Background: an optimization exercise with open tools, aiming at small area. Do not read the settings as production practice.
Function was checked by simulation only, so behaviour that the tests miss may differ from the original.
Power figures rest on the tool's default switching activity, not on a simulated workload.

## flow/design.v

```verilog
module	Reset_Delay( input iCLK, input iRST_N, input iEnd, output reg oRESET);
always@(posedge iCLK or negedge iRST_N)
begin
	if(!iRST_N)
		oRESET	<=	1'b0;
	else if(iEnd)
		oRESET	<=	1'b1;
end
endmodule
module LCD_Controller (
input [7:0] iDATA,
input iRS,
input iStart,
output reg oDone,
input iCLK,iRST_N,
output [7:0] LCD_DATA,
output LCD_RW,
output LCD_EN,
output LCD_RS	);
reg		[4:0]	Cont;
reg		preStart;
wire	rise = iStart & ~preStart;
wire	idle = (Cont == 5'd0);
wire	fb = Cont[4] ^ ~(Cont[3] | Cont[2]);
assign	LCD_DATA	=	iDATA;
assign	LCD_RW		=	1'b0;
assign	LCD_RS		=	iRS;
assign	LCD_EN		=	Cont[4] | Cont[3] | Cont[2] | (Cont[1] & ~Cont[0]);
always@(posedge iCLK)
	preStart	<=	iStart;
always@(posedge iCLK or negedge iRST_N)
begin
	if(!iRST_N)
	begin
		oDone	<=	1'b0;
		Cont	<=	5'd0;
	end
	else
	begin
		Cont	<=	{Cont[3:0], idle ? rise : fb};
		if(Cont == 5'b10000)
			oDone	<=	1'b1;
		else if(rise)
			oDone	<=	1'b0;
	end
end
endmodule
module    LCD_TEST (
	input rst, Pulse,
	input [1:0]Kind,
	input [4:0]Qn,
  input iCLK,iRST_N,
  output oEnd,
  output [7:0]     LCD_DATA,
  output LCD_RW,LCD_EN,LCD_RS
);
reg    [5:0]    LUT_INDEX;
wire   [7:0]    LUT_DATA;
reg    [1:0]    mLCD_ST;
reg    [9:0]    mDLY;
reg    [7:0]    mLCD_DATA;
wire        mLCD_RS = ~mLCD_DATA[7] & (mLCD_DATA[6] | (mLCD_DATA[5] & (~mLCD_DATA[4] | mLCD_DATA[1])));
wire        mLCD_Done;
wire        mLCD_Start = (mLCD_ST == 2'd1);
wire        run = ~(LUT_INDEX[5] & LUT_INDEX[4]);
wire   [9:0]    mDLY_next = {mDLY[8:0], mDLY[9] ^ mDLY[6]};
wire        dly_end = (mDLY == 10'h200);
assign oEnd = ~iRST_N & dly_end & (LUT_INDEX == 6'd9);
always@(posedge iCLK or negedge iRST_N)
begin
    if(!iRST_N)
    begin
        mLCD_ST      <=    2'd0;
        mLCD_DATA    <=    8'd0;
    end
    else
    begin
        if(Pulse)
        begin
            mLCD_ST      <=    2'd0;
            mLCD_DATA    <=    8'd0;
        end
        if(run)
        begin
            case(mLCD_ST)
            2'd0:    begin
                    mLCD_DATA    <=    LUT_DATA;
                    mLCD_ST      <=    2'd1;
                end
            2'd1:    if(mLCD_Done) mLCD_ST <= 2'd2;
            2'd2:    if(dly_end) mLCD_ST <= 2'd3;
            2'd3:    mLCD_ST      <=    2'd0;
            endcase
        end
    end
end
always@(posedge iCLK or negedge rst)
begin
    if(!rst)
        LUT_INDEX    <=    6'd5;
    else if(!iRST_N)
    begin
        if(dly_end)
            LUT_INDEX    <=    LUT_INDEX + 1'b1;
    end
    else
    begin
        if(Pulse)
            LUT_INDEX    <=    6'd10;
        if(run && mLCD_ST == 2'd3)
            LUT_INDEX    <=    LUT_INDEX + 1'b1;
    end
end
always@(posedge iCLK or negedge rst)
begin
    if(!rst)
        mDLY    <=    10'h240;
    else if(!iRST_N)
        mDLY    <=    mDLY_next;
    else
    begin
        if(Pulse)
            mDLY    <=    10'h001;
        if(run && mLCD_ST == 2'd2)
            mDLY    <=    mDLY_next;
    end
end
LCD_LUT lut(.idx(LUT_INDEX), .kind(Kind), .qn(Qn), .data(LUT_DATA));
LCD_Controller u0(
.iDATA(mLCD_DATA),
.iRS(mLCD_RS),
.iStart(mLCD_Start),
.oDone(mLCD_Done),
.iCLK(iCLK),
.iRST_N(iRST_N),
.LCD_DATA(LCD_DATA),
.LCD_RW(LCD_RW),
.LCD_EN(LCD_EN),
.LCD_RS(LCD_RS)    );
endmodule
module LCD_LUT(input [5:0] idx, input [1:0] kind, input [4:0] qn, output reg [7:0] data);
always @(*) begin
  if (idx[5]) begin
    casez ({kind, qn, idx[3:0]})
      {2'b01, 5'b?????, 4'd0}: data[7:0] = 8'h20;
      {2'b01, 5'b?????, 4'd1}: data[7:0] = 8'h20;
      {2'b01, 5'b?????, 4'd2}: data[7:0] = 8'h20;
      {2'b01, 5'b?????, 4'd3}: data[7:0] = 8'h20;
      {2'b01, 5'b?????, 4'd4}: data[7:0] = 8'h20;
      {2'b01, 5'b?????, 4'd5}: data[7:0] = 8'h57;
      {2'b01, 5'b?????, 4'd6}: data[7:0] = 8'h72;
      {2'b01, 5'b?????, 4'd7}: data[7:0] = 8'h6F;
      {2'b01, 5'b?????, 4'd8}: data[7:0] = 8'h6E;
      {2'b01, 5'b?????, 4'd9}: data[7:0] = 8'h67;
      {2'b01, 5'b?????, 4'd10}: data[7:0] = 8'h21;
      {2'b01, 5'b?????, 4'd11}: data[7:0] = 8'h20;
      {2'b01, 5'b?????, 4'd12}: data[7:0] = 8'h20;
      {2'b01, 5'b?????, 4'd13}: data[7:0] = 8'h20;
      {2'b01, 5'b?????, 4'd14}: data[7:0] = 8'h20;
      {2'b01, 5'b?????, 4'd15}: data[7:0] = 8'h20;
      {2'b10, 5'b?????, 4'd0}: data[7:0] = 8'h20;
      {2'b10, 5'b?????, 4'd1}: data[7:0] = 8'h20;
      {2'b10, 5'b?????, 4'd2}: data[7:0] = 8'h20;
      {2'b10, 5'b?????, 4'd3}: data[7:0] = 8'h20;
      {2'b10, 5'b?????, 4'd4}: data[7:0] = 8'h43;
      {2'b10, 5'b?????, 4'd5}: data[7:0] = 8'h6F;
      {2'b10, 5'b?????, 4'd6}: data[7:0] = 8'h72;
      {2'b10, 5'b?????, 4'd7}: data[7:0] = 8'h72;
      {2'b10, 5'b?????, 4'd8}: data[7:0] = 8'h65;
      {2'b10, 5'b?????, 4'd9}: data[7:0] = 8'h63;
      {2'b10, 5'b?????, 4'd10}: data[7:0] = 8'h74;
      {2'b10, 5'b?????, 4'd11}: data[7:0] = 8'h21;
      {2'b10, 5'b?????, 4'd12}: data[7:0] = 8'h20;
      {2'b10, 5'b?????, 4'd13}: data[7:0] = 8'h20;
      {2'b10, 5'b?????, 4'd14}: data[7:0] = 8'h20;
      {2'b10, 5'b?????, 4'd15}: data[7:0] = 8'h20;
      {2'b11, 5'b?????, 4'd0}: data[7:0] = 8'h4E;
      {2'b11, 5'b?????, 4'd1}: data[7:0] = 8'h69;
      {2'b11, 5'b?????, 4'd2}: data[7:0] = 8'h63;
      {2'b11, 5'b?????, 4'd3}: data[7:0] = 8'h65;
      {2'b11, 5'b?????, 4'd4}: data[7:0] = 8'h20;
      {2'b11, 5'b?????, 4'd5}: data[7:0] = 8'h54;
      {2'b11, 5'b?????, 4'd6}: data[7:0] = 8'h6F;
      {2'b11, 5'b?????, 4'd7}: data[7:0] = 8'h20;
      {2'b11, 5'b?????, 4'd8}: data[7:0] = 8'h53;
      {2'b11, 5'b?????, 4'd9}: data[7:0] = 8'h65;
      {2'b11, 5'b?????, 4'd10}: data[7:0] = 8'h65;
      {2'b11, 5'b?????, 4'd11}: data[7:0] = 8'h20;
      {2'b11, 5'b?????, 4'd12}: data[7:0] = 8'h59;
      {2'b11, 5'b?????, 4'd13}: data[7:0] = 8'h6F;
      {2'b11, 5'b?????, 4'd14}: data[7:0] = 8'h75;
      {2'b11, 5'b?????, 4'd15}: data[7:0] = 8'h21;
      {2'b00, 5'd0, 4'd0}: data[7:0] = 8'h20;
      {2'b00, 5'd0, 4'd1}: data[7:0] = 8'h20;
      {2'b00, 5'd0, 4'd2}: data[7:0] = 8'h20;
      {2'b00, 5'd0, 4'd3}: data[7:0] = 8'h20;
      {2'b00, 5'd0, 4'd4}: data[7:0] = 8'h20;
      {2'b00, 5'd0, 4'd5}: data[7:0] = 8'h20;
      {2'b00, 5'd0, 4'd6}: data[7:0] = 8'h43;
      {2'b00, 5'd0, 4'd7}: data[7:0] = 8'h65;
      {2'b00, 5'd0, 4'd8}: data[7:0] = 8'h72;
      {2'b00, 5'd0, 4'd9}: data[7:0] = 8'h6F;
      {2'b00, 5'd0, 4'd10}: data[7:0] = 8'h3F;
      {2'b00, 5'd0, 4'd11}: data[7:0] = 8'h20;
      {2'b00, 5'd0, 4'd12}: data[7:0] = 8'h20;
      {2'b00, 5'd0, 4'd13}: data[7:0] = 8'h20;
      {2'b00, 5'd0, 4'd14}: data[7:0] = 8'h20;
      {2'b00, 5'd0, 4'd15}: data[7:0] = 8'h20;
      {2'b00, 5'd1, 4'd0}: data[7:0] = 8'h20;
      {2'b00, 5'd1, 4'd1}: data[7:0] = 8'h20;
      {2'b00, 5'd1, 4'd2}: data[7:0] = 8'h20;
      {2'b00, 5'd1, 4'd3}: data[7:0] = 8'h20;
      {2'b00, 5'd1, 4'd4}: data[7:0] = 8'h20;
      {2'b00, 5'd1, 4'd5}: data[7:0] = 8'h20;
      {2'b00, 5'd1, 4'd6}: data[7:0] = 8'h55;
      {2'b00, 5'd1, 4'd7}: data[7:0] = 8'h6E;
      {2'b00, 5'd1, 4'd8}: data[7:0] = 8'h6F;
      {2'b00, 5'd1, 4'd9}: data[7:0] = 8'h3F;
      {2'b00, 5'd1, 4'd10}: data[7:0] = 8'h20;
      {2'b00, 5'd1, 4'd11}: data[7:0] = 8'h20;
      {2'b00, 5'd1, 4'd12}: data[7:0] = 8'h20;
      {2'b00, 5'd1, 4'd13}: data[7:0] = 8'h20;
      {2'b00, 5'd1, 4'd14}: data[7:0] = 8'h20;
      {2'b00, 5'd1, 4'd15}: data[7:0] = 8'h20;
      {2'b00, 5'd2, 4'd0}: data[7:0] = 8'h20;
      {2'b00, 5'd2, 4'd1}: data[7:0] = 8'h20;
      {2'b00, 5'd2, 4'd2}: data[7:0] = 8'h20;
      {2'b00, 5'd2, 4'd3}: data[7:0] = 8'h20;
      {2'b00, 5'd2, 4'd4}: data[7:0] = 8'h20;
      {2'b00, 5'd2, 4'd5}: data[7:0] = 8'h20;
      {2'b00, 5'd2, 4'd6}: data[7:0] = 8'h44;
      {2'b00, 5'd2, 4'd7}: data[7:0] = 8'h6F;
      {2'b00, 5'd2, 4'd8}: data[7:0] = 8'h73;
      {2'b00, 5'd2, 4'd9}: data[7:0] = 8'h3F;
      {2'b00, 5'd2, 4'd10}: data[7:0] = 8'h20;
      {2'b00, 5'd2, 4'd11}: data[7:0] = 8'h20;
      {2'b00, 5'd2, 4'd12}: data[7:0] = 8'h20;
      {2'b00, 5'd2, 4'd13}: data[7:0] = 8'h20;
      {2'b00, 5'd2, 4'd14}: data[7:0] = 8'h20;
      {2'b00, 5'd2, 4'd15}: data[7:0] = 8'h20;
      {2'b00, 5'd3, 4'd0}: data[7:0] = 8'h20;
      {2'b00, 5'd3, 4'd1}: data[7:0] = 8'h20;
      {2'b00, 5'd3, 4'd2}: data[7:0] = 8'h20;
      {2'b00, 5'd3, 4'd3}: data[7:0] = 8'h20;
      {2'b00, 5'd3, 4'd4}: data[7:0] = 8'h20;
      {2'b00, 5'd3, 4'd5}: data[7:0] = 8'h54;
      {2'b00, 5'd3, 4'd6}: data[7:0] = 8'h72;
      {2'b00, 5'd3, 4'd7}: data[7:0] = 8'h65;
      {2'b00, 5'd3, 4'd8}: data[7:0] = 8'h73;
      {2'b00, 5'd3, 4'd9}: data[7:0] = 8'h3F;
      {2'b00, 5'd3, 4'd10}: data[7:0] = 8'h20;
      {2'b00, 5'd3, 4'd11}: data[7:0] = 8'h20;
      {2'b00, 5'd3, 4'd12}: data[7:0] = 8'h20;
      {2'b00, 5'd3, 4'd13}: data[7:0] = 8'h20;
      {2'b00, 5'd3, 4'd14}: data[7:0] = 8'h20;
      {2'b00, 5'd3, 4'd15}: data[7:0] = 8'h20;
      {2'b00, 5'd4, 4'd0}: data[7:0] = 8'h20;
      {2'b00, 5'd4, 4'd1}: data[7:0] = 8'h20;
      {2'b00, 5'd4, 4'd2}: data[7:0] = 8'h20;
      {2'b00, 5'd4, 4'd3}: data[7:0] = 8'h20;
      {2'b00, 5'd4, 4'd4}: data[7:0] = 8'h20;
      {2'b00, 5'd4, 4'd5}: data[7:0] = 8'h43;
      {2'b00, 5'd4, 4'd6}: data[7:0] = 8'h75;
      {2'b00, 5'd4, 4'd7}: data[7:0] = 8'h61;
      {2'b00, 5'd4, 4'd8}: data[7:0] = 8'h74;
      {2'b00, 5'd4, 4'd9}: data[7:0] = 8'h72;
      {2'b00, 5'd4, 4'd10}: data[7:0] = 8'h6F;
      {2'b00, 5'd4, 4'd11}: data[7:0] = 8'h3F;
      {2'b00, 5'd4, 4'd12}: data[7:0] = 8'h20;
      {2'b00, 5'd4, 4'd13}: data[7:0] = 8'h20;
      {2'b00, 5'd4, 4'd14}: data[7:0] = 8'h20;
      {2'b00, 5'd4, 4'd15}: data[7:0] = 8'h20;
      {2'b00, 5'd5, 4'd0}: data[7:0] = 8'h20;
      {2'b00, 5'd5, 4'd1}: data[7:0] = 8'h20;
      {2'b00, 5'd5, 4'd2}: data[7:0] = 8'h20;
      {2'b00, 5'd5, 4'd3}: data[7:0] = 8'h20;
      {2'b00, 5'd5, 4'd4}: data[7:0] = 8'h20;
      {2'b00, 5'd5, 4'd5}: data[7:0] = 8'h43;
      {2'b00, 5'd5, 4'd6}: data[7:0] = 8'h69;
      {2'b00, 5'd5, 4'd7}: data[7:0] = 8'h6E;
      {2'b00, 5'd5, 4'd8}: data[7:0] = 8'h63;
      {2'b00, 5'd5, 4'd9}: data[7:0] = 8'h6F;
      {2'b00, 5'd5, 4'd10}: data[7:0] = 8'h3F;
      {2'b00, 5'd5, 4'd11}: data[7:0] = 8'h20;
      {2'b00, 5'd5, 4'd12}: data[7:0] = 8'h20;
      {2'b00, 5'd5, 4'd13}: data[7:0] = 8'h20;
      {2'b00, 5'd5, 4'd14}: data[7:0] = 8'h20;
      {2'b00, 5'd5, 4'd15}: data[7:0] = 8'h20;
      {2'b00, 5'd6, 4'd0}: data[7:0] = 8'h20;
      {2'b00, 5'd6, 4'd1}: data[7:0] = 8'h20;
      {2'b00, 5'd6, 4'd2}: data[7:0] = 8'h20;
      {2'b00, 5'd6, 4'd3}: data[7:0] = 8'h20;
      {2'b00, 5'd6, 4'd4}: data[7:0] = 8'h20;
      {2'b00, 5'd6, 4'd5}: data[7:0] = 8'h20;
      {2'b00, 5'd6, 4'd6}: data[7:0] = 8'h53;
      {2'b00, 5'd6, 4'd7}: data[7:0] = 8'h65;
      {2'b00, 5'd6, 4'd8}: data[7:0] = 8'h69;
      {2'b00, 5'd6, 4'd9}: data[7:0] = 8'h73;
      {2'b00, 5'd6, 4'd10}: data[7:0] = 8'h3F;
      {2'b00, 5'd6, 4'd11}: data[7:0] = 8'h20;
      {2'b00, 5'd6, 4'd12}: data[7:0] = 8'h20;
      {2'b00, 5'd6, 4'd13}: data[7:0] = 8'h20;
      {2'b00, 5'd6, 4'd14}: data[7:0] = 8'h20;
      {2'b00, 5'd6, 4'd15}: data[7:0] = 8'h20;
      {2'b00, 5'd7, 4'd0}: data[7:0] = 8'h20;
      {2'b00, 5'd7, 4'd1}: data[7:0] = 8'h20;
      {2'b00, 5'd7, 4'd2}: data[7:0] = 8'h20;
      {2'b00, 5'd7, 4'd3}: data[7:0] = 8'h20;
      {2'b00, 5'd7, 4'd4}: data[7:0] = 8'h20;
      {2'b00, 5'd7, 4'd5}: data[7:0] = 8'h53;
      {2'b00, 5'd7, 4'd6}: data[7:0] = 8'h69;
      {2'b00, 5'd7, 4'd7}: data[7:0] = 8'h65;
      {2'b00, 5'd7, 4'd8}: data[7:0] = 8'h74;
      {2'b00, 5'd7, 4'd9}: data[7:0] = 8'h65;
      {2'b00, 5'd7, 4'd10}: data[7:0] = 8'h3F;
      {2'b00, 5'd7, 4'd11}: data[7:0] = 8'h20;
      {2'b00, 5'd7, 4'd12}: data[7:0] = 8'h20;
      {2'b00, 5'd7, 4'd13}: data[7:0] = 8'h20;
      {2'b00, 5'd7, 4'd14}: data[7:0] = 8'h20;
      {2'b00, 5'd7, 4'd15}: data[7:0] = 8'h20;
      {2'b00, 5'd8, 4'd0}: data[7:0] = 8'h20;
      {2'b00, 5'd8, 4'd1}: data[7:0] = 8'h20;
      {2'b00, 5'd8, 4'd2}: data[7:0] = 8'h20;
      {2'b00, 5'd8, 4'd3}: data[7:0] = 8'h20;
      {2'b00, 5'd8, 4'd4}: data[7:0] = 8'h20;
      {2'b00, 5'd8, 4'd5}: data[7:0] = 8'h4F;
      {2'b00, 5'd8, 4'd6}: data[7:0] = 8'h63;
      {2'b00, 5'd8, 4'd7}: data[7:0] = 8'h68;
      {2'b00, 5'd8, 4'd8}: data[7:0] = 8'h6F;
      {2'b00, 5'd8, 4'd9}: data[7:0] = 8'h3F;
      {2'b00, 5'd8, 4'd10}: data[7:0] = 8'h20;
      {2'b00, 5'd8, 4'd11}: data[7:0] = 8'h20;
      {2'b00, 5'd8, 4'd12}: data[7:0] = 8'h20;
      {2'b00, 5'd8, 4'd13}: data[7:0] = 8'h20;
      {2'b00, 5'd8, 4'd14}: data[7:0] = 8'h20;
      {2'b00, 5'd8, 4'd15}: data[7:0] = 8'h20;
      {2'b00, 5'd9, 4'd0}: data[7:0] = 8'h20;
      {2'b00, 5'd9, 4'd1}: data[7:0] = 8'h20;
      {2'b00, 5'd9, 4'd2}: data[7:0] = 8'h20;
      {2'b00, 5'd9, 4'd3}: data[7:0] = 8'h20;
      {2'b00, 5'd9, 4'd4}: data[7:0] = 8'h20;
      {2'b00, 5'd9, 4'd5}: data[7:0] = 8'h4E;
      {2'b00, 5'd9, 4'd6}: data[7:0] = 8'h75;
      {2'b00, 5'd9, 4'd7}: data[7:0] = 8'h65;
      {2'b00, 5'd9, 4'd8}: data[7:0] = 8'h76;
      {2'b00, 5'd9, 4'd9}: data[7:0] = 8'h65;
      {2'b00, 5'd9, 4'd10}: data[7:0] = 8'h3F;
      {2'b00, 5'd9, 4'd11}: data[7:0] = 8'h20;
      {2'b00, 5'd9, 4'd12}: data[7:0] = 8'h20;
      {2'b00, 5'd9, 4'd13}: data[7:0] = 8'h20;
      {2'b00, 5'd9, 4'd14}: data[7:0] = 8'h20;
      {2'b00, 5'd9, 4'd15}: data[7:0] = 8'h20;
      {2'b00, 5'd10, 4'd0}: data[7:0] = 8'h20;
      {2'b00, 5'd10, 4'd1}: data[7:0] = 8'h20;
      {2'b00, 5'd10, 4'd2}: data[7:0] = 8'h20;
      {2'b00, 5'd10, 4'd3}: data[7:0] = 8'h20;
      {2'b00, 5'd10, 4'd4}: data[7:0] = 8'h20;
      {2'b00, 5'd10, 4'd5}: data[7:0] = 8'h44;
      {2'b00, 5'd10, 4'd6}: data[7:0] = 8'h69;
      {2'b00, 5'd10, 4'd7}: data[7:0] = 8'h65;
      {2'b00, 5'd10, 4'd8}: data[7:0] = 8'h7A;
      {2'b00, 5'd10, 4'd9}: data[7:0] = 8'h3F;
      {2'b00, 5'd10, 4'd10}: data[7:0] = 8'h20;
      {2'b00, 5'd10, 4'd11}: data[7:0] = 8'h20;
      {2'b00, 5'd10, 4'd12}: data[7:0] = 8'h20;
      {2'b00, 5'd10, 4'd13}: data[7:0] = 8'h20;
      {2'b00, 5'd10, 4'd14}: data[7:0] = 8'h20;
      {2'b00, 5'd10, 4'd15}: data[7:0] = 8'h20;
      {2'b00, 5'd11, 4'd0}: data[7:0] = 8'h20;
      {2'b00, 5'd11, 4'd1}: data[7:0] = 8'h20;
      {2'b00, 5'd11, 4'd2}: data[7:0] = 8'h20;
      {2'b00, 5'd11, 4'd3}: data[7:0] = 8'h20;
      {2'b00, 5'd11, 4'd4}: data[7:0] = 8'h20;
      {2'b00, 5'd11, 4'd5}: data[7:0] = 8'h4F;
      {2'b00, 5'd11, 4'd6}: data[7:0] = 8'h6E;
      {2'b00, 5'd11, 4'd7}: data[7:0] = 8'h63;
      {2'b00, 5'd11, 4'd8}: data[7:0] = 8'h65;
      {2'b00, 5'd11, 4'd9}: data[7:0] = 8'h3F;
      {2'b00, 5'd11, 4'd10}: data[7:0] = 8'h20;
      {2'b00, 5'd11, 4'd11}: data[7:0] = 8'h20;
      {2'b00, 5'd11, 4'd12}: data[7:0] = 8'h20;
      {2'b00, 5'd11, 4'd13}: data[7:0] = 8'h20;
      {2'b00, 5'd11, 4'd14}: data[7:0] = 8'h20;
      {2'b00, 5'd11, 4'd15}: data[7:0] = 8'h20;
      {2'b00, 5'd12, 4'd0}: data[7:0] = 8'h20;
      {2'b00, 5'd12, 4'd1}: data[7:0] = 8'h20;
      {2'b00, 5'd12, 4'd2}: data[7:0] = 8'h20;
      {2'b00, 5'd12, 4'd3}: data[7:0] = 8'h20;
      {2'b00, 5'd12, 4'd4}: data[7:0] = 8'h20;
      {2'b00, 5'd12, 4'd5}: data[7:0] = 8'h44;
      {2'b00, 5'd12, 4'd6}: data[7:0] = 8'h6F;
      {2'b00, 5'd12, 4'd7}: data[7:0] = 8'h63;
      {2'b00, 5'd12, 4'd8}: data[7:0] = 8'h65;
      {2'b00, 5'd12, 4'd9}: data[7:0] = 8'h3F;
      {2'b00, 5'd12, 4'd10}: data[7:0] = 8'h20;
      {2'b00, 5'd12, 4'd11}: data[7:0] = 8'h20;
      {2'b00, 5'd12, 4'd12}: data[7:0] = 8'h20;
      {2'b00, 5'd12, 4'd13}: data[7:0] = 8'h20;
      {2'b00, 5'd12, 4'd14}: data[7:0] = 8'h20;
      {2'b00, 5'd12, 4'd15}: data[7:0] = 8'h20;
      {2'b00, 5'd13, 4'd0}: data[7:0] = 8'h20;
      {2'b00, 5'd13, 4'd1}: data[7:0] = 8'h20;
      {2'b00, 5'd13, 4'd2}: data[7:0] = 8'h20;
      {2'b00, 5'd13, 4'd3}: data[7:0] = 8'h20;
      {2'b00, 5'd13, 4'd4}: data[7:0] = 8'h20;
      {2'b00, 5'd13, 4'd5}: data[7:0] = 8'h54;
      {2'b00, 5'd13, 4'd6}: data[7:0] = 8'h72;
      {2'b00, 5'd13, 4'd7}: data[7:0] = 8'h65;
      {2'b00, 5'd13, 4'd8}: data[7:0] = 8'h63;
      {2'b00, 5'd13, 4'd9}: data[7:0] = 8'h65;
      {2'b00, 5'd13, 4'd10}: data[7:0] = 8'h3F;
      {2'b00, 5'd13, 4'd11}: data[7:0] = 8'h20;
      {2'b00, 5'd13, 4'd12}: data[7:0] = 8'h20;
      {2'b00, 5'd13, 4'd13}: data[7:0] = 8'h20;
      {2'b00, 5'd13, 4'd14}: data[7:0] = 8'h20;
      {2'b00, 5'd13, 4'd15}: data[7:0] = 8'h20;
      {2'b00, 5'd14, 4'd0}: data[7:0] = 8'h20;
      {2'b00, 5'd14, 4'd1}: data[7:0] = 8'h20;
      {2'b00, 5'd14, 4'd2}: data[7:0] = 8'h20;
      {2'b00, 5'd14, 4'd3}: data[7:0] = 8'h20;
      {2'b00, 5'd14, 4'd4}: data[7:0] = 8'h43;
      {2'b00, 5'd14, 4'd5}: data[7:0] = 8'h61;
      {2'b00, 5'd14, 4'd6}: data[7:0] = 8'h74;
      {2'b00, 5'd14, 4'd7}: data[7:0] = 8'h6F;
      {2'b00, 5'd14, 4'd8}: data[7:0] = 8'h72;
      {2'b00, 5'd14, 4'd9}: data[7:0] = 8'h63;
      {2'b00, 5'd14, 4'd10}: data[7:0] = 8'h65;
      {2'b00, 5'd14, 4'd11}: data[7:0] = 8'h3F;
      {2'b00, 5'd14, 4'd12}: data[7:0] = 8'h20;
      {2'b00, 5'd14, 4'd13}: data[7:0] = 8'h20;
      {2'b00, 5'd14, 4'd14}: data[7:0] = 8'h20;
      {2'b00, 5'd14, 4'd15}: data[7:0] = 8'h20;
      {2'b00, 5'd15, 4'd0}: data[7:0] = 8'h20;
      {2'b00, 5'd15, 4'd1}: data[7:0] = 8'h20;
      {2'b00, 5'd15, 4'd2}: data[7:0] = 8'h20;
      {2'b00, 5'd15, 4'd3}: data[7:0] = 8'h20;
      {2'b00, 5'd15, 4'd4}: data[7:0] = 8'h51;
      {2'b00, 5'd15, 4'd5}: data[7:0] = 8'h75;
      {2'b00, 5'd15, 4'd6}: data[7:0] = 8'h69;
      {2'b00, 5'd15, 4'd7}: data[7:0] = 8'h6E;
      {2'b00, 5'd15, 4'd8}: data[7:0] = 8'h63;
      {2'b00, 5'd15, 4'd9}: data[7:0] = 8'h65;
      {2'b00, 5'd15, 4'd10}: data[7:0] = 8'h3F;
      {2'b00, 5'd15, 4'd11}: data[7:0] = 8'h20;
      {2'b00, 5'd15, 4'd12}: data[7:0] = 8'h20;
      {2'b00, 5'd15, 4'd13}: data[7:0] = 8'h20;
      {2'b00, 5'd15, 4'd14}: data[7:0] = 8'h20;
      {2'b00, 5'd15, 4'd15}: data[7:0] = 8'h20;
      {2'b00, 5'd16, 4'd0}: data[7:0] = 8'h20;
      {2'b00, 5'd16, 4'd1}: data[7:0] = 8'h20;
      {2'b00, 5'd16, 4'd2}: data[7:0] = 8'h20;
      {2'b00, 5'd16, 4'd3}: data[7:0] = 8'h20;
      {2'b00, 5'd16, 4'd4}: data[7:0] = 8'h56;
      {2'b00, 5'd16, 4'd5}: data[7:0] = 8'h65;
      {2'b00, 5'd16, 4'd6}: data[7:0] = 8'h69;
      {2'b00, 5'd16, 4'd7}: data[7:0] = 8'h6E;
      {2'b00, 5'd16, 4'd8}: data[7:0] = 8'h74;
      {2'b00, 5'd16, 4'd9}: data[7:0] = 8'h65;
      {2'b00, 5'd16, 4'd10}: data[7:0] = 8'h3F;
      {2'b00, 5'd16, 4'd11}: data[7:0] = 8'h20;
      {2'b00, 5'd16, 4'd12}: data[7:0] = 8'h20;
      {2'b00, 5'd16, 4'd13}: data[7:0] = 8'h20;
      {2'b00, 5'd16, 4'd14}: data[7:0] = 8'h20;
      {2'b00, 5'd16, 4'd15}: data[7:0] = 8'h20;
      {2'b00, 5'd17, 4'd0}: data[7:0] = 8'h20;
      {2'b00, 5'd17, 4'd1}: data[7:0] = 8'h20;
      {2'b00, 5'd17, 4'd2}: data[7:0] = 8'h20;
      {2'b00, 5'd17, 4'd3}: data[7:0] = 8'h54;
      {2'b00, 5'd17, 4'd4}: data[7:0] = 8'h72;
      {2'b00, 5'd17, 4'd5}: data[7:0] = 8'h65;
      {2'b00, 5'd17, 4'd6}: data[7:0] = 8'h69;
      {2'b00, 5'd17, 4'd7}: data[7:0] = 8'h6E;
      {2'b00, 5'd17, 4'd8}: data[7:0] = 8'h74;
      {2'b00, 5'd17, 4'd9}: data[7:0] = 8'h61;
      {2'b00, 5'd17, 4'd10}: data[7:0] = 8'h3F;
      {2'b00, 5'd17, 4'd11}: data[7:0] = 8'h20;
      {2'b00, 5'd17, 4'd12}: data[7:0] = 8'h20;
      {2'b00, 5'd17, 4'd13}: data[7:0] = 8'h20;
      {2'b00, 5'd17, 4'd14}: data[7:0] = 8'h20;
      {2'b00, 5'd17, 4'd15}: data[7:0] = 8'h20;
      {2'b00, 5'd18, 4'd0}: data[7:0] = 8'h20;
      {2'b00, 5'd18, 4'd1}: data[7:0] = 8'h20;
      {2'b00, 5'd18, 4'd2}: data[7:0] = 8'h20;
      {2'b00, 5'd18, 4'd3}: data[7:0] = 8'h20;
      {2'b00, 5'd18, 4'd4}: data[7:0] = 8'h43;
      {2'b00, 5'd18, 4'd5}: data[7:0] = 8'h61;
      {2'b00, 5'd18, 4'd6}: data[7:0] = 8'h75;
      {2'b00, 5'd18, 4'd7}: data[7:0] = 8'h72;
      {2'b00, 5'd18, 4'd8}: data[7:0] = 8'h65;
      {2'b00, 5'd18, 4'd9}: data[7:0] = 8'h6E;
      {2'b00, 5'd18, 4'd10}: data[7:0] = 8'h74;
      {2'b00, 5'd18, 4'd11}: data[7:0] = 8'h61;
      {2'b00, 5'd18, 4'd12}: data[7:0] = 8'h3F;
      {2'b00, 5'd18, 4'd13}: data[7:0] = 8'h20;
      {2'b00, 5'd18, 4'd14}: data[7:0] = 8'h20;
      {2'b00, 5'd18, 4'd15}: data[7:0] = 8'h20;
      {2'b00, 5'd19, 4'd0}: data[7:0] = 8'h20;
      {2'b00, 5'd19, 4'd1}: data[7:0] = 8'h20;
      {2'b00, 5'd19, 4'd2}: data[7:0] = 8'h20;
      {2'b00, 5'd19, 4'd3}: data[7:0] = 8'h43;
      {2'b00, 5'd19, 4'd4}: data[7:0] = 8'h69;
      {2'b00, 5'd19, 4'd5}: data[7:0] = 8'h6E;
      {2'b00, 5'd19, 4'd6}: data[7:0] = 8'h63;
      {2'b00, 5'd19, 4'd7}: data[7:0] = 8'h75;
      {2'b00, 5'd19, 4'd8}: data[7:0] = 8'h65;
      {2'b00, 5'd19, 4'd9}: data[7:0] = 8'h6E;
      {2'b00, 5'd19, 4'd10}: data[7:0] = 8'h74;
      {2'b00, 5'd19, 4'd11}: data[7:0] = 8'h61;
      {2'b00, 5'd19, 4'd12}: data[7:0] = 8'h3F;
      {2'b00, 5'd19, 4'd13}: data[7:0] = 8'h20;
      {2'b00, 5'd19, 4'd14}: data[7:0] = 8'h20;
      {2'b00, 5'd19, 4'd15}: data[7:0] = 8'h20;
      {2'b00, 5'd20, 4'd0}: data[7:0] = 8'h20;
      {2'b00, 5'd20, 4'd1}: data[7:0] = 8'h20;
      {2'b00, 5'd20, 4'd2}: data[7:0] = 8'h20;
      {2'b00, 5'd20, 4'd3}: data[7:0] = 8'h53;
      {2'b00, 5'd20, 4'd4}: data[7:0] = 8'h65;
      {2'b00, 5'd20, 4'd5}: data[7:0] = 8'h73;
      {2'b00, 5'd20, 4'd6}: data[7:0] = 8'h65;
      {2'b00, 5'd20, 4'd7}: data[7:0] = 8'h6E;
      {2'b00, 5'd20, 4'd8}: data[7:0] = 8'h74;
      {2'b00, 5'd20, 4'd9}: data[7:0] = 8'h61;
      {2'b00, 5'd20, 4'd10}: data[7:0] = 8'h3F;
      {2'b00, 5'd20, 4'd11}: data[7:0] = 8'h20;
      {2'b00, 5'd20, 4'd12}: data[7:0] = 8'h20;
      {2'b00, 5'd20, 4'd13}: data[7:0] = 8'h20;
      {2'b00, 5'd20, 4'd14}: data[7:0] = 8'h20;
      {2'b00, 5'd20, 4'd15}: data[7:0] = 8'h20;
      {2'b00, 5'd21, 4'd0}: data[7:0] = 8'h20;
      {2'b00, 5'd21, 4'd1}: data[7:0] = 8'h20;
      {2'b00, 5'd21, 4'd2}: data[7:0] = 8'h20;
      {2'b00, 5'd21, 4'd3}: data[7:0] = 8'h53;
      {2'b00, 5'd21, 4'd4}: data[7:0] = 8'h65;
      {2'b00, 5'd21, 4'd5}: data[7:0] = 8'h74;
      {2'b00, 5'd21, 4'd6}: data[7:0] = 8'h65;
      {2'b00, 5'd21, 4'd7}: data[7:0] = 8'h6E;
      {2'b00, 5'd21, 4'd8}: data[7:0] = 8'h74;
      {2'b00, 5'd21, 4'd9}: data[7:0] = 8'h61;
      {2'b00, 5'd21, 4'd10}: data[7:0] = 8'h3F;
      {2'b00, 5'd21, 4'd11}: data[7:0] = 8'h20;
      {2'b00, 5'd21, 4'd12}: data[7:0] = 8'h20;
      {2'b00, 5'd21, 4'd13}: data[7:0] = 8'h20;
      {2'b00, 5'd21, 4'd14}: data[7:0] = 8'h20;
      {2'b00, 5'd21, 4'd15}: data[7:0] = 8'h20;
      {2'b00, 5'd22, 4'd0}: data[7:0] = 8'h20;
      {2'b00, 5'd22, 4'd1}: data[7:0] = 8'h20;
      {2'b00, 5'd22, 4'd2}: data[7:0] = 8'h20;
      {2'b00, 5'd22, 4'd3}: data[7:0] = 8'h20;
      {2'b00, 5'd22, 4'd4}: data[7:0] = 8'h20;
      {2'b00, 5'd22, 4'd5}: data[7:0] = 8'h4F;
      {2'b00, 5'd22, 4'd6}: data[7:0] = 8'h63;
      {2'b00, 5'd22, 4'd7}: data[7:0] = 8'h68;
      {2'b00, 5'd22, 4'd8}: data[7:0] = 8'h65;
      {2'b00, 5'd22, 4'd9}: data[7:0] = 8'h6E;
      {2'b00, 5'd22, 4'd10}: data[7:0] = 8'h74;
      {2'b00, 5'd22, 4'd11}: data[7:0] = 8'h61;
      {2'b00, 5'd22, 4'd12}: data[7:0] = 8'h3F;
      {2'b00, 5'd22, 4'd13}: data[7:0] = 8'h20;
      {2'b00, 5'd22, 4'd14}: data[7:0] = 8'h20;
      {2'b00, 5'd22, 4'd15}: data[7:0] = 8'h20;
      {2'b00, 5'd23, 4'd0}: data[7:0] = 8'h20;
      {2'b00, 5'd23, 4'd1}: data[7:0] = 8'h20;
      {2'b00, 5'd23, 4'd2}: data[7:0] = 8'h20;
      {2'b00, 5'd23, 4'd3}: data[7:0] = 8'h20;
      {2'b00, 5'd23, 4'd4}: data[7:0] = 8'h20;
      {2'b00, 5'd23, 4'd5}: data[7:0] = 8'h4E;
      {2'b00, 5'd23, 4'd6}: data[7:0] = 8'h6F;
      {2'b00, 5'd23, 4'd7}: data[7:0] = 8'h76;
      {2'b00, 5'd23, 4'd8}: data[7:0] = 8'h65;
      {2'b00, 5'd23, 4'd9}: data[7:0] = 8'h6E;
      {2'b00, 5'd23, 4'd10}: data[7:0] = 8'h74;
      {2'b00, 5'd23, 4'd11}: data[7:0] = 8'h61;
      {2'b00, 5'd23, 4'd12}: data[7:0] = 8'h3F;
      {2'b00, 5'd23, 4'd13}: data[7:0] = 8'h20;
      {2'b00, 5'd23, 4'd14}: data[7:0] = 8'h20;
      {2'b00, 5'd23, 4'd15}: data[7:0] = 8'h20;
      default: data[7:0] = 8'h20;
    endcase
  end else begin
    case (idx[4:0])
      5'd10: data = 8'h38;
      5'd11: data = 8'h0C;
      5'd12: data = 8'h01;
      5'd13: data = 8'h06;
      5'd14: data = 8'h80;
      5'd15: data = 8'h53;
      5'd16: data = 8'h70;
      5'd17: data = 8'h61;
      5'd18: data = 8'h6E;
      5'd19: data = 8'h69;
      5'd20: data = 8'h73;
      5'd21: data = 8'h68;
      5'd22: data = 8'h3E;
      5'd23: data = 8'h45;
      5'd24: data = 8'h6E;
      5'd25: data = 8'h67;
      5'd26: data = 8'h6C;
      5'd27: data = 8'h69;
      5'd28: data = 8'h73;
      5'd29: data = 8'h68;
      5'd30: data = 8'h20;
      5'd31: data = 8'hC0;
      default: data = 8'h38;
    endcase
  end
end
endmodule
module lcdlab1(
	input rst,
  input CLOCK_50,
  output LCD_ON,	 
  output LCD_RW,	 
  output LCD_EN,	 
  output LCD_RS,	 
  output [7:0] LCD_DATA,	 
  input [1:0] Kind,
  input [4:0] Qn,
  input Pulse
);
wire DLY_RST;
wire DLY_END;
Reset_Delay r0(.iCLK(CLOCK_50), .iRST_N(rst), .iEnd(DLY_END), .oRESET(DLY_RST));
assign	LCD_ON		=	1'b1;
LCD_TEST u1(
	.rst(rst),
	.Pulse(Pulse),
	.Kind(Kind),
	.Qn(Qn),
   .iCLK(CLOCK_50),
   .iRST_N(DLY_RST),
   .oEnd(DLY_END),
   .LCD_DATA(LCD_DATA),
   .LCD_RW(LCD_RW),
   .LCD_EN(LCD_EN),
   .LCD_RS(LCD_RS)
);
endmodule
module FinalProject(answer, submit, clk, rst, redOut, greenOut, LCD_ON, LCD_RW, LCD_EN, LCD_RS, LCD_DATA);
output LCD_ON;	 
output LCD_RW;	 
output LCD_EN;	 
output LCD_RS;	 
output [7:0] LCD_DATA;	 
input [10:0] answer;
input submit, clk, rst;
output redOut, greenOut;
localparam	Q       = 3'b000,
		wrong   = 3'b001,
		correct = 3'b010,
		Start   = 3'b011,
		check   = 3'b100,
		pulseW  = 3'b101,
		pulseC  = 3'b110,
		pulseS  = 3'b111;
reg [2:0] S;
reg [4:0] q;
reg Pulse;
reg Match;	 
reg [1:0] Kind;
assign greenOut = Kind[1] & ~Kind[0];
assign redOut = Kind[0] & ~Kind[1];
wire [10:0] SWO;
debounce_DE2_SW deb(clk, rst, answer, SWO);
reg [10:0] Key;
always @(*)
begin
	case (q)
	5'd0:  Key = 11'b00000000001;
	5'd1:  Key = 11'b00000000010;
	5'd2:  Key = 11'b00000000100;
	5'd3:  Key = 11'b00000001000;
	5'd4:  Key = 11'b00000010000;
	5'd5:  Key = 11'b00000100000;
	5'd6:  Key = 11'b00001000000;
	5'd7:  Key = 11'b00010000000;
	5'd8:  Key = 11'b00100000000;
	5'd9:  Key = 11'b01000000000;
	5'd10: Key = 11'b10000000000;
	5'd11: Key = 11'b10000000010;
	5'd12: Key = 11'b10000000100;
	5'd13: Key = 11'b10000001000;
	5'd14: Key = 11'b10000010000;
	5'd15: Key = 11'b10000100000;
	5'd16: Key = 11'b00000000101;
	5'd17: Key = 11'b00000001001;
	5'd18: Key = 11'b00000010001;
	5'd19: Key = 11'b00000100001;
	5'd20: Key = 11'b00001000001;
	5'd21: Key = 11'b00010000001;
	5'd22: Key = 11'b00100000001;
	default: Key = 11'b01000000001;
	endcase
end
always @ (posedge clk or negedge rst)
begin
	if (rst == 1'b0)
	begin
		S <= Start;
		q <= 5'd0;
		Kind <= Start[1:0];
	end
	else
	begin
		if (!S[2])
			Kind <= S[1:0];
		case (S)
		Start:   if (submit) S <= pulseS;
		pulseS:  if (!submit) S <= Q;
		Q:       if (submit) S <= check;
		check:
		begin
			if (!submit) S <= Q;
			else if (Match) S <= correct;
			else S <= wrong;
		end
		wrong:   if (!submit) S <= pulseW;
		correct: if (!submit) S <= pulseC;
		pulseW:  S <= Q;
		pulseC:
		begin
			if (q == 5'd23)
			begin
				q <= 5'd0;
				S <= Start;
			end
			else
			begin
				q <= q + 1'b1;
				S <= Q;
			end
		end
		endcase
	end
end
always @ (posedge clk)
	Pulse <= S[2];
always @ (posedge clk)
	Match <= (SWO == Key);
lcdlab1 info(
	.rst(rst),
  .CLOCK_50(clk),
  .LCD_ON(LCD_ON),
  .LCD_RW(LCD_RW),
  .LCD_EN(LCD_EN),
  .LCD_RS(LCD_RS),
  .LCD_DATA(LCD_DATA),
  .Kind(Kind),
  .Qn(q),
  .Pulse(Pulse)
);
endmodule
module debounce_DE2_SW (clk, rst_n, answer, SWO);
input rst_n, clk;
input [10:0]answer;
output [10:0]SWO;
wire [10:0]SWO;
debouncer sw0(clk, rst_n, answer[0], SWO[0]);
debouncer sw1(clk, rst_n, answer[1], SWO[1]);
debouncer sw2(clk, rst_n, answer[2], SWO[2]);
debouncer sw3(clk, rst_n, answer[3], SWO[3]);
debouncer sw4(clk, rst_n, answer[4], SWO[4]);
debouncer sw5(clk, rst_n, answer[5], SWO[5]);
debouncer sw6(clk, rst_n, answer[6], SWO[6]);
debouncer sw7(clk, rst_n, answer[7], SWO[7]);
debouncer sw8(clk, rst_n, answer[8], SWO[8]);
debouncer sw9(clk, rst_n, answer[9], SWO[9]);
debouncer sw10(clk, rst_n, answer[10], SWO[10]);
endmodule
module debouncer (clk, rst_n, noisy, clean);
input rst_n, clk, noisy;
output clean;
reg clean;
reg [12:0] cnt;
wire settled = ~|cnt[11:0];
wire fresh = settled & cnt[12];
wire m = cnt[9] ? cnt[2] : cnt[5];
wire in = cnt[12] ^ (settled ? (noisy ^ clean) : ~m);
always @ (posedge clk or negedge rst_n)
begin
	if (rst_n == 1'b0)
	begin
		clean <= 1'b0;
		cnt <= 13'd0;
	end
	else
	begin
		cnt <= {cnt[11:0], in};
		if (fresh)
			clean <= ~clean;
	end
end
endmodule
```

## flow/flow/run.sh

```bash
#!/bin/bash
# Own layout flow: the standard ORFS flow (standard.sh), with these
# changes: synthesis leaves adders to ABC (no half/full-adder cells) and maps
# the logic with an area-oriented ABC script (flow/abc_area.script, in a copy
# of ORFS's scripts folder); clock tree synthesis uses the options in
# flow/cts_args.txt (larger clusters, no dummy loads); the ports get the
# buffer cell named in flow/buffer_ports_args.txt.
set -euo pipefail
W=$PWD
rm -rf "$W/scr"
cp -r "$FLOW_HOME/scripts" "$W/scr"
cp "$W/flow/abc_area.script" "$W/scr/abc_area.script"
CTS="$(cat "$W/flow/cts_args.txt")"
EXTRA=()
if [[ -f "$W/flow/buffer_ports_args.txt" ]]; then EXTRA+=("BUFFER_PORTS_ARGS=$(cat "$W/flow/buffer_ports_args.txt")"); fi
bash "$W/standard.sh" SCRIPTS_DIR="$W/scr" ABC_AREA=1 ADDER_MAP_FILE= "CTS_ARGS=$CTS" "${EXTRA[@]}" finish > "$W/orfs_make.log" 2>&1
```

## flow/flow/abc_area.script

```
strash
&get -n
&deepsyn -T 30
&dch
&nf -R 1000
&put
topo
```

## flow/flow/buffer_ports_args.txt

```
-buffer_cell sky130_fd_sc_hd__buf_1
```

## flow/flow/cts_args.txt

```
-sink_clustering_enable -repair_clock_nets -dont_use_dummy_load -buf_list sky130_fd_sc_hd__clkbuf_8 -sink_clustering_size 20 -sink_clustering_max_diameter 50
```

## flow/standard.sh

```bash
#!/bin/bash
# synth_recipe.tcl (not shown) runs the flow's synth.tcl, then flattens the netlist and writes it again
# the make line also repeats each setting of config.mk as NAME=value (left out here)
make -C /OpenROAD-flow-scripts/flow DESIGN_CONFIG=/design/flow/config.mk WORK_HOME=/design/flow/orfs CLKGATE_MAP_FILE= SYNTH_SCRIPT=/design/flow/synth_recipe.tcl "${@:-finish}"
```

## flow/config.mk

```make
export PLATFORM = sky130hd
export DESIGN_NAME = FinalProject
export DESIGN_NICKNAME = FinalProject
export VERILOG_FILES = /design/flow/design.v
export SDC_FILE = /design/flow/constraint.sdc
export NUM_CORES = 4
export LEC_CHECK = 0
export CAP_MARGIN = 20
export CORE_MARGIN = 2
export CORE_UTILIZATION = 65
export SLEW_MARGIN = 20
```

## flow/constraint.sdc

```tcl
create_clock -name core_clock -period 10.0 [get_ports {clk}]
set_input_delay 2.0000 -clock core_clock [delete_from_list [all_inputs] [get_ports {clk}]]
set_output_delay 2.0000 -clock core_clock [all_outputs]
set_load 0.01 [all_outputs]
```

==> impl_results.md, run 1 <==
* Status: complete, no violations
* IO Port Bufs at 25
* Share of cells above drive strength 1 at 3.97%
* Slew margin rel. at 41.8%
* Top_reg_cell synth: dfrtp_1
* Worst stage delay on the critical path at 0.70 ns
* WP buf/inv at 0
* Post-cts resize count at 0
* Core area at 12000 sq um
* Die ar. at 13100 sq um
* PD cells at 286 nW/um^2
* First-pass GRT wire length at 34.6 mm
* Critical path endpoint category: flip-flop
* Final setup fails at 0
* Final worst path period need at 5.78 ns
* WHS at 0.303 ns
* Synth area leaders: dfrtp_1, nand2_1, nor4_1
* Postcts setup bufs at 0
* Num rows at 40
* Most frequent cell after synthesis: dfrtp_1
* CTS Sinks at 200
* Final hold viol count at 0
* Mapped Avg Cell Area at 11.2 sq um
* RSZ-0062 raised after global routing: no
* Total CTS buffers at 17
* Family with the most delay on the worst path: simple AND/OR/NAND/NOR gates
* Number of diodes at 0
* Worst r2r path cells at 22
* Chip Height at 115 um
* Final slew viol count at 0
* Arrival time of the worst setup path at 6.08 ns
* Worst skew pair latency at 0.47 ns
* Mapped cell area at 7940 sq um
* Synth top area share at 59.6%
* R2r startpoint: q[3]
* Post-Place Setup Slack at 4.60 ns
* Initial DRC count at 702
* Root buffer cell: clkbuf_8
* Most frequent cells after synthesis: dfrtp_1, nand2_1, nor2_1
* CTS Buffer Depth at 2
* Fmax at 173 MHz
* Required @ worst endpoint at 10.31 ns
* Pleak at 3.45 nW
* CP max FO at 18
* EDFF count, synth at 0
* Vias per cell at 6.91
* ANT nets after route at 0
* Cts hold-fix bufs at 0
* First-pass detailed-route iteration total at 7
* Yosys warns at 6
* Clk slew on worst S/H paths at 0.08 ns
* Inst Count DP at 886
* Setup ws final at 4.22 ns
* I/O pin count at 28
* Clock skew at 0.0398 ns
* Max Cap Viol at 0
* Synth cell types at 50
* Filler-free cell count of the finished design at 903
* Layout area overhead at 6.73%
* Die span in x at 115 um
* WL/cell at 23.3 um
* Routability-driven placement congestion ratio at 1.08
* Worst R2R End: info.u1.mLCD_DATA[1]
* Detailed-route via count at 6239
* GRT Overall Usage at 35.0%
* Initial Utilization at 66.4%
* Largest net degree at the start of global routing at 87
* Critical Path Most Common Cell: a211oi_1
* Total gr overflow at 0
* Hold crit path type: flip-flop to asynchronous set/reset pin
* Reg-to-reg slack, setup at 4.22 ns
* Setup crit start kind: flip-flop
* Cell taking the most area after synthesis: dfrtp_1
* Cell Chain, Critical Path: nor2b_1 -> o21ai_0 -> a21oi_1 -> a21oi_1 -> nand2b_1 -> o21ai_0 -> or4_1 -> nor2_1 -> nand4_1 -> a211oi_1 -> a211oi_1 -> nand2_1 -> or3_1 -> nor4_1 -> a31oi_1 -> and2_0 -> nand3_1 -> nor3_1 -> a211oi_1 -> nand4_1 -> nor4_1 -> o31ai_1
* # nets final at 772
* Setup_tns at 0 ns
* Htree depth at 4
* Detail Placement HPWL at 15.0 mm
* Final period utilization at 57.8%
* Post-Route WL at 21.1 mm
* Critical Path Slowest Stage Cell: dfrtp_1
* TritonCTS clock tree: done
* Fraction of registers with async set/reset at 98.5%
* DRC viols at 0
* Cells after Synth at 712
* Initial antenna violation count at 0
* Post-layout util at 70.8%
* Peak VDD IR at 0.208 mV
* Sequential cell area fraction in the yosys report at 63.0%
* Post-synthesis register bit count at 200
* Number of global-route vias before repair at 6321
* WS Path Type: flip-flop to flip-flop
* Syn_nets at 726
* Worst slew pin tran at 0.852 ns
state kept, by name (all words and copies together), names as in the netlist, 3 cells and up:
signal / cells
S: 3
deb.sw0.cnt: 13
deb.sw1.cnt: 13
deb.sw10.cnt: 13
deb.sw2.cnt: 13
deb.sw3.cnt: 13
deb.sw4.cnt: 13
deb.sw5.cnt: 13
deb.sw6.cnt: 13
deb.sw7.cnt: 13
deb.sw8.cnt: 13
deb.sw9.cnt: 13
info.u1.LUT_INDEX: 6
info.u1.mDLY: 10
info.u1.mLCD_DATA: 8
info.u1.u0.Cont: 5
q: 5
cell usage in the layout, fill, tap and decap left out, drive strengths merged, types with 3 or more instances in the layout:
master   count
nand3       38
nand2b      10
nor2        65
buf         28
mux2i       12
a211oi       8
o211ai       4
o21ai       45
nand2       70
clkbuf      18
a32oi        5
a2111oi      4
and2         3
nor4        41
a22o        10
xnor2       24
clkinv      12
dfxtp        3
dfstp        8
a21oi       44
dfrtp      189
o2111ai      3
o22ai        6
o31ai        5
a31oi        9
a32o         3
xor2        15
nand4       16
nor2b       10
nor3        18
metal layers:
metal	global-route usage, %	routed length (um)
met2	54.4	10100
met1	48.6	8650
met3	8.10	1580
met4	14.1	748
met5	0	0
power breakdown:
part	total, mW	switching, mW	internal, mW
Clock	0.385	0.234	0.151
Sequential	1.49	0.324	1.16
Combinational	0.549	0.345	0.204
worst register-to-register path, stage by stage, from the launching register on:
cell	delay, ns
dfrtp_1	0.70
nor2b_1	0.40
o21ai_0	0.21
a21oi_1	0.22
a21oi_1	0.07
nand2b_1	0.27
o21ai_0	0.34
or4_1	0.20
nor2_1	0.06
nand4_1	0.15
a211oi_1	0.07
a211oi_1	0.32
nand2_1	0.13
or3_1	0.38
nor4_1	0.47
a31oi_1	0.21
and2_0	0.25
nand3_1	0.12
nor3_1	0.06
a211oi_1	0.44
nand4_1	0.20
nor4_1	0.26
o31ai_1	0.12
logic make-up (layout without fill, tap and decap cells):
kind of cell              after synthesis  after routing  synth area share [%]
AOI/OAI and AO/OA                     164            164                  13.2
xor gates and xnor gates               39             39                  4.30
buffers and inverters                  14             58                 0.756
DFF                                   200            200                  63.0
muxes                                  13             13                  1.65
other                                   2              2                0.0946
and+or+nand+nor                       280            280                  17.1
layout make-up:
type / instances / area (sq um)
clock buffers: 17 / 234
fillers: 822 / 3490
inverters: 12 / 45.0
multi-input cells: 498 / 2880
flip-flops and latches: 200 / 5000
well taps: 147 / 184
repair buffers: 29 / 131
how the worst max path moves through the flow:
stage	startpoint	to	slack, ns	depth (start not counted)
final	q[3]	info.u1.mLCD_DATA[1]	4.22	22
after detailed placement	q[3]	info.u1.mLCD_DATA[1]	4.60	22
after global routing	q[3]	info.u1.mLCD_DATA[1]	3.83	22
after floorplan	q[4]	info.u1.mLCD_DATA[1]	5.40	21
after global placement	q[3]	info.u1.mLCD_DATA[1]	4.62	22
after CTS	q[3]	info.u1.mLCD_DATA[1]	4.56	22
through the flow:
step / area, sq um / power [mW]
3_3_place_gp: 8240 / 1.96
3_5_place_dp: 8240 / 2.02
2_1_floorplan: 7940 / 1.75
5_1_grt: 8470 / 2.55
4_1_cts: 8470 / 2.41
6_report: 8470 / 2.42
==> inputs of run 2 (changes only) <==
==> flow/flow/cts_args.txt (replaced) <==
-sink_clustering_enable -repair_clock_nets -dont_use_dummy_load -buf_list sky130_fd_sc_hd__buf_6 -sink_clustering_size 20 -sink_clustering_max_diameter 50
==> impl_results.md, run 2 <==
* PD cells at 284 nW/um^2
* CTS Sinks at 200
* Chip Height at 115 um
* Detail Placement HPWL at 15.0 mm
* Worst skew pair latency at 0.44 ns
* RSZ-0062 raised after global routing: no
* Setup crit start kind: flip-flop
* Inst Count DP at 886
* First-pass GRT wire length at 34.1 mm
* Filler-free cell count of the finished design at 903
* Initial antenna violation count at 0
* # nets final at 772
* Detailed-route via count at 6254
* Vias per cell at 6.93
* First-pass detailed-route iteration total at 7
* Mapped Avg Cell Area at 11.2 sq um
* TritonCTS clock tree: done
* # fillers at 834
* Most common cell after layout, fill and taps aside: dfrtp_1
* WL/cell at 23.0 um
* Status: complete, no violations
* Clk slew on worst S/H paths at 0.09 ns
* Cells after Synth at 712
* Final setup fails at 0
* Worst slew pin tran at 0.832 ns
* Synth cell types at 50
* CTS Buffer Depth at 2
* Largest net degree at the start of global routing at 87
* Reg-to-reg slack, setup at 4.24 ns
* Syn_nets at 726
* Post-cts resize count at 0
* WS Path Type: flip-flop to flip-flop
* Hold crit path type: flip-flop to asynchronous set/reset pin
* Cell taking the most area after synthesis: dfrtp_1
* Initial DRC count at 659
* R2r startpoint: q[3]
* Cts hold-fix bufs at 0
* Required @ worst endpoint at 10.27 ns
* Clock skew at 0.0431 ns
* Number of global-route vias before repair at 6218
* Total gr overflow at 0
* Mapped cell area at 7940 sq um
* Fmax at 174 MHz
* Root buffer cell: buf_6
* Htree depth at 4
* Worst r2r path cells at 22
* Total CTS buffers at 17
* Power Internal at 1.50 mW
* ANT nets after route at 0
* Post-layout util at 70.5%
* Final worst path period need at 5.76 ns
* Die span in x at 115 um
* Critical path endpoint category: flip-flop
* Yosys warns at 6
* Final period utilization at 57.6%
* Core area at 12000 sq um
* Most frequent cells after synthesis: dfrtp_1, nand2_1, nor2_1
* Fraction of registers with async set/reset at 98.5%
* Pleak at 3.43 nW
* Layout area overhead at 6.19%
* GRT Overall Usage at 34.4%
* Share of cells above drive strength 1 at 3.97%
* Post-Route WL at 20.8 mm
* Top_reg_cell synth: dfrtp_1
* Total power at 2.40 mW
* Final hold viol count at 0
* Synth area leaders: dfrtp_1, nand2_1, nor4_1
* CP max FO at 18
* Die ar. at 13100 sq um
* Post-synthesis register bit count at 200
* Setup_tns at 0 ns
* Num rows at 40
* EDFF count, synth at 0
* Number of diodes at 0
* Routability-driven placement congestion ratio at 1.08
* Worst R2R End: info.u1.mLCD_DATA[1]
* Most frequent cells in the layout: dfrtp_1, nand2_1, nor2_1
* Most frequent cell after synthesis: dfrtp_1
* I/O pin count at 28
* Sw frac at 37.4%
* Peak VDD IR at 0.259 mV
* DRC viols at 0
* Sequential cell area fraction in the yosys report at 63.0%
* Max Cap Viol at 0
* Final slew viol count at 0
* Clock power frac at 15.1%
* Combinational power share at 22.8%
* Slew margin rel. at 43.1%
* Switching Power at 0.896 mW
* IO Port Bufs at 25
* Postcts setup bufs at 0
* Arrival time of the worst setup path at 6.03 ns
* Initial Utilization at 66.4%
* Synth top area share at 59.6%
* Part of the power in registers at 62.1%
[run 2: logic make-up (layout without fill, tap and decap cells)]
logic type	after synthesis	count (layout)	share of synthesized area [%]
buf+inv	14	58	0.756
xor+xnor	39	39	4.30
compound gates	164	164	13.2
flops	200	200	63.0
other cells	2	2	0.0946
mux	13	13	1.65
simple gates	280	280	17.1
[run 2: layout make-up]
class	instances	area (sq um)	share of cell area (%)
well taps	147	184	2.18
inverters	12	45.0	0.534
multi-input cells	498	2880	34.1
flip-flops and latches	200	5000	59.3
repair buffers	29	131	1.56
clock buffers	17	191	2.27
[run 2: worst max-delay path, stage by stage (launching register included)]
cell and delay [ns]:
dfrtp_1 0.68, nor2b_1 0.39, o21ai_0 0.21, a21oi_1 0.22, a21oi_1 0.07, nand2b_1 0.28
o21ai_0 0.33, or4_1 0.22, nor2_1 0.07, nand4_1 0.16, a211oi_1 0.07, a211oi_1 0.28
nand2_1 0.13, or3_1 0.37, nor4_1 0.48, a31oi_1 0.21, and2_0 0.24, nand3_1 0.12
nor3_1 0.06, a211oi_1 0.42, nand4_1 0.20, nor4_1 0.27, o31ai_1 0.13
[run 2: metrics by stage]
stage                     worst slack (ns)  cell area, sq um  hold slack, ns
after floorplan                       5.40              7940           0.230
after global placement                4.62              8240           0.288
after detailed placement              4.60              8240           0.316
after CTS                             4.56              8430           0.328
after global routing                  3.82              8430           0.355
final                                 4.24              8430           0.303
[run 2: power by group through the flow]
stage          Clock, mW  Combinational [mW]  Sequential, mW
4_1_cts            0.372               0.533            1.48
5_1_grt            0.399               0.591            1.53
6_report           0.363               0.546            1.49
3_5_place_dp           0               0.528            1.49
3_3_place_gp           0               0.510            1.45
2_1_floorplan          0               0.366            1.38
[run 2: worst max-delay path by stage]
| stage | endpoint | depth (start not counted) | from | slack, ns |
|---|---|---|---|---|
| 2_1_floorplan | info.u1.mLCD_DATA[1] | 21 | q[4] | 5.40 |
| 3_3_place_gp | info.u1.mLCD_DATA[1] | 22 | q[3] | 4.62 |
| 3_5_place_dp | info.u1.mLCD_DATA[1] | 22 | q[3] | 4.60 |
| 4_1_cts | info.u1.mLCD_DATA[1] | 22 | q[3] | 4.56 |
| 5_1_grt | info.u1.mLCD_DATA[1] | 22 | q[3] | 3.82 |
| 6_report | info.u1.mLCD_DATA[1] | 22 | q[3] | 4.24 |
[run 2: layer usage]
layer  GRT usage (%)  up-vias  share of wire [%]
met5               0        -                  0
met1            48.3     3116                 41
met3            7.36       76                7.8
li1                -     2705                  -
met4            13.7        0                3.7
met2            53.4      357                 48
==> inputs of run 3 (changes only) <==
--- a/flow/flow/run.sh
+++ b/flow/flow/run.sh
@@ -5,3 +5,3 @@
 # of ORFS's scripts folder); clock tree synthesis uses the options in
-# flow/cts_args.txt (larger clusters, no dummy loads); the ports get the
+# flow/cts_args.txt (buf_6 clock buffers, no dummy loads); the ports get the
 # buffer cell named in flow/buffer_ports_args.txt.
==> impl_results.md, run 3 <==
* Status: complete, no violations
* DRC viols at 0
* Part of the power in registers at 62.1%
* Peak VDD IR at 0.259 mV
* Mapped cell area at 7940 sq um
* Arrival time of the worst setup path at 6.03 ns
* PD cells at 284 nW/um^2
* Critical path endpoint category: flip-flop
* Clk slew on worst S/H paths at 0.09 ns
* Cts hold-fix bufs at 0
* Fmax at 174 MHz
* Switching Power at 0.896 mW
* Final hold viol count at 0
* Post-synthesis register bit count at 200
* GRT Overall Usage at 34.4%
* Synth top area share at 59.6%
* Cell taking the most area after synthesis: dfrtp_1
* Num rows at 40
* R2r startpoint: q[3]
* Syn_nets at 726
* Worst slew pin tran at 0.832 ns
* RSZ-0062 raised after global routing: no
* Layout area overhead at 6.19%
* CTS Buffer Depth at 2
* Power Internal at 1.50 mW
* WL/cell at 23.0 um
* First-pass detailed-route iteration total at 7
* Final worst path period need at 5.76 ns
* Total power at 2.40 mW
* Postcts setup bufs at 0
* Synth cell types at 50
* Pleak at 3.43 nW
* Most frequent cell after synthesis: dfrtp_1
* CTS Sinks at 200
* I/O pin count at 28
* Sequential cell area fraction in the yosys report at 63.0%
* Fraction of registers with async set/reset at 98.5%
* Final period utilization at 57.6%
* Cells after Synth at 712
* Initial DRC count at 659
* Number of global-route vias before repair at 6218
* Detail Placement HPWL at 15.0 mm
* Family with the most delay on the worst path: simple AND/OR/NAND/NOR gates
* Post-cts resize count at 0
* Initial Utilization at 66.4%
* Cell Chain, Critical Path: nor2b_1 -> o21ai_0 -> a21oi_1 -> a21oi_1 -> nand2b_1 -> o21ai_0 -> or4_1 -> nor2_1 -> nand4_1 -> a211oi_1 -> a211oi_1 -> nand2_1 -> or3_1 -> nor4_1 -> a31oi_1 -> and2_0 -> nand3_1 -> nor3_1 -> a211oi_1 -> nand4_1 -> nor4_1 -> o31ai_1
* Number of diodes at 0
* Total gr overflow at 0
* Root buffer cell: buf_6
* Most common cell after layout, fill and taps aside: dfrtp_1
* Post-Route WL at 20.8 mm
* Initial antenna violation count at 0
* First-pass GRT wire length at 34.1 mm
* Clock skew at 0.0431 ns
* Mapped Avg Cell Area at 11.2 sq um
* Sw frac at 37.4%
* Reg-to-reg slack, setup at 4.24 ns
* Worst stage delay on the critical path at 0.68 ns
* Core area at 12000 sq um
* Setup_tns at 0 ns
* # nets final at 772
* Yosys warns at 6
* Largest net degree at the start of global routing at 87
* Chip Height at 115 um
* Clock power frac at 15.1%
* Critical Path Slowest Stage Cell: dfrtp_1
* Die span in x at 115 um
* ANT nets after route at 0
* Top_reg_cell synth: dfrtp_1
* CP max FO at 18
* EDFF count, synth at 0
* Total CTS buffers at 17
* Post-layout util at 70.5%
* Combinational power share at 22.8%
* Routability-driven placement congestion ratio at 1.08
* Die ar. at 13100 sq um
* TritonCTS clock tree: done
* WP buf/inv at 0
* IO Port Bufs at 25
* Hold crit path type: flip-flop to asynchronous set/reset pin
* Detailed-route via count at 6254
* Setup crit start kind: flip-flop
* WS Path Type: flip-flop to flip-flop
* Most frequent cells after synthesis: dfrtp_1, nand2_1, nor2_1
* Most frequent cells in the layout: dfrtp_1, nand2_1, nor2_1
* Htree depth at 4
* Worst R2R End: info.u1.mLCD_DATA[1]
* Final setup fails at 0
* Critical path depth in cells at 22
* End of the critical path: info.u1.mLCD_DATA[1]
* Worst r2r path cells at 22
* Critical Path Most Common Cell: a211oi_1
* Crit path from: q[3]
* Required @ worst endpoint at 10.27 ns
* Worst skew pair latency at 0.44 ns
* Vias per cell at 6.93
* Share of cells above drive strength 1 at 3.97%
* Final slew viol count at 0
* Synth area leaders: dfrtp_1, nand2_1, nor4_1
* Max Cap Viol at 0
* Slew margin rel. at 43.1%
==> run 3: cell counts after synthesis <==
Identical to the previous run, type by type.
==> run 3: kinds of logic (layout without fill, tap and decap cells) <==
kind of cell | after synthesis | after routing | synth area share, %
compound gates | 164 | 164 | 13.2
buf+inv | 14 | 58 | 0.756
flops | 200 | 200 | 63.0
mux | 13 | 13 | 1.65
xor+xnor | 39 | 39 | 4.30
other cells | 2 | 2 | 0.0946
simple gates | 280 | 280 | 17.1
==> run 3: per-stage QoR <==
step / setup WS (ns) / hold WS [ns] / instances / area [sq um]
floorplan: 5.40 / 0.230 / 712 / 7940
global placement: 4.62 / 0.288 / 886 / 8240
detailed placement: 4.60 / 0.316 / 886 / 8240
CTS: 4.56 / 0.328 / 903 / 8430
global route: 3.82 / 0.355 / 903 / 8430
finish: 4.24 / 0.303 / 903 / 8430
==> run 3: layout make-up <==
class | count | area (sq um)
multi-input cells | 498 | 2880
flip-flops and latches | 200 | 5000
repair buffers | 29 | 131
well taps | 147 | 184
clock buffers | 17 | 191
fillers | 834 | 3530
inverters | 12 | 45.0
==> run 3: power by group through the flow <==
stage	clock network [mW]	registers, mW	logic, mW
2_1_floorplan	0	1.38	0.366
3_3_place_gp	0	1.45	0.510
5_1_grt	0.399	1.53	0.591
6_report	0.363	1.49	0.546
3_5_place_dp	0	1.49	0.528
4_1_cts	0.372	1.48	0.533
==> run 3: worst min path at each step <==
stage,cells after the start,endpoint,from
floorplan,0,info.u1.mLCD_DATA[0],info.r0.oRESET
global placement,0,info.u1.mLCD_ST[1],info.r0.oRESET
detailed placement,0,info.u1.mLCD_ST[1],info.r0.oRESET
CTS,0,info.u1.mLCD_ST[1],info.r0.oRESET
global route,0,info.u1.mLCD_ST[1],info.r0.oRESET
finish,0,info.u1.mLCD_ST[1],info.r0.oRESET
==> run 3: routing by layer <==
layer  GRT usage, %  part of all wire [%]
met2           53.4                    48
met3           7.36                   7.8
met4           13.7                   3.7
met1           48.3                    41
met5              0                     0

re-timing with driven ports:
No port has a modelled driver above. Below, the same layouts with a new extraction and two added sets of constraints.
Step 1, drivers: a clkbuf_16 drives clk and a buf_2 each remaining input, both assumed.
Step 2 also shifts input and output timing later by t, the mid clock arrival at the registers, as if the neighbouring blocks saw the same clock.
a / b / c = no drivers / after step 1 / after step 2; a / b = the first two.
| run | t (ns) | setup WS [ns] | hold slack, ns | pins driven straight from the clock port |
|---|---|---|---|---|
| run 1 | 0.491 | 4.225 / 4.225 / 4.225 | 0.303 / 0.303 / 0.303 | 1 |
| run 2 | 0.459 | 4.242 / 4.242 / 4.242 | 0.303 / 0.303 / 0.303 | 1 |
| run 3 | 0.459 | 4.242 / 4.242 / 4.242 | 0.303 / 0.303 / 0.303 | 1 |
After both steps every run listed still meets setup and hold.
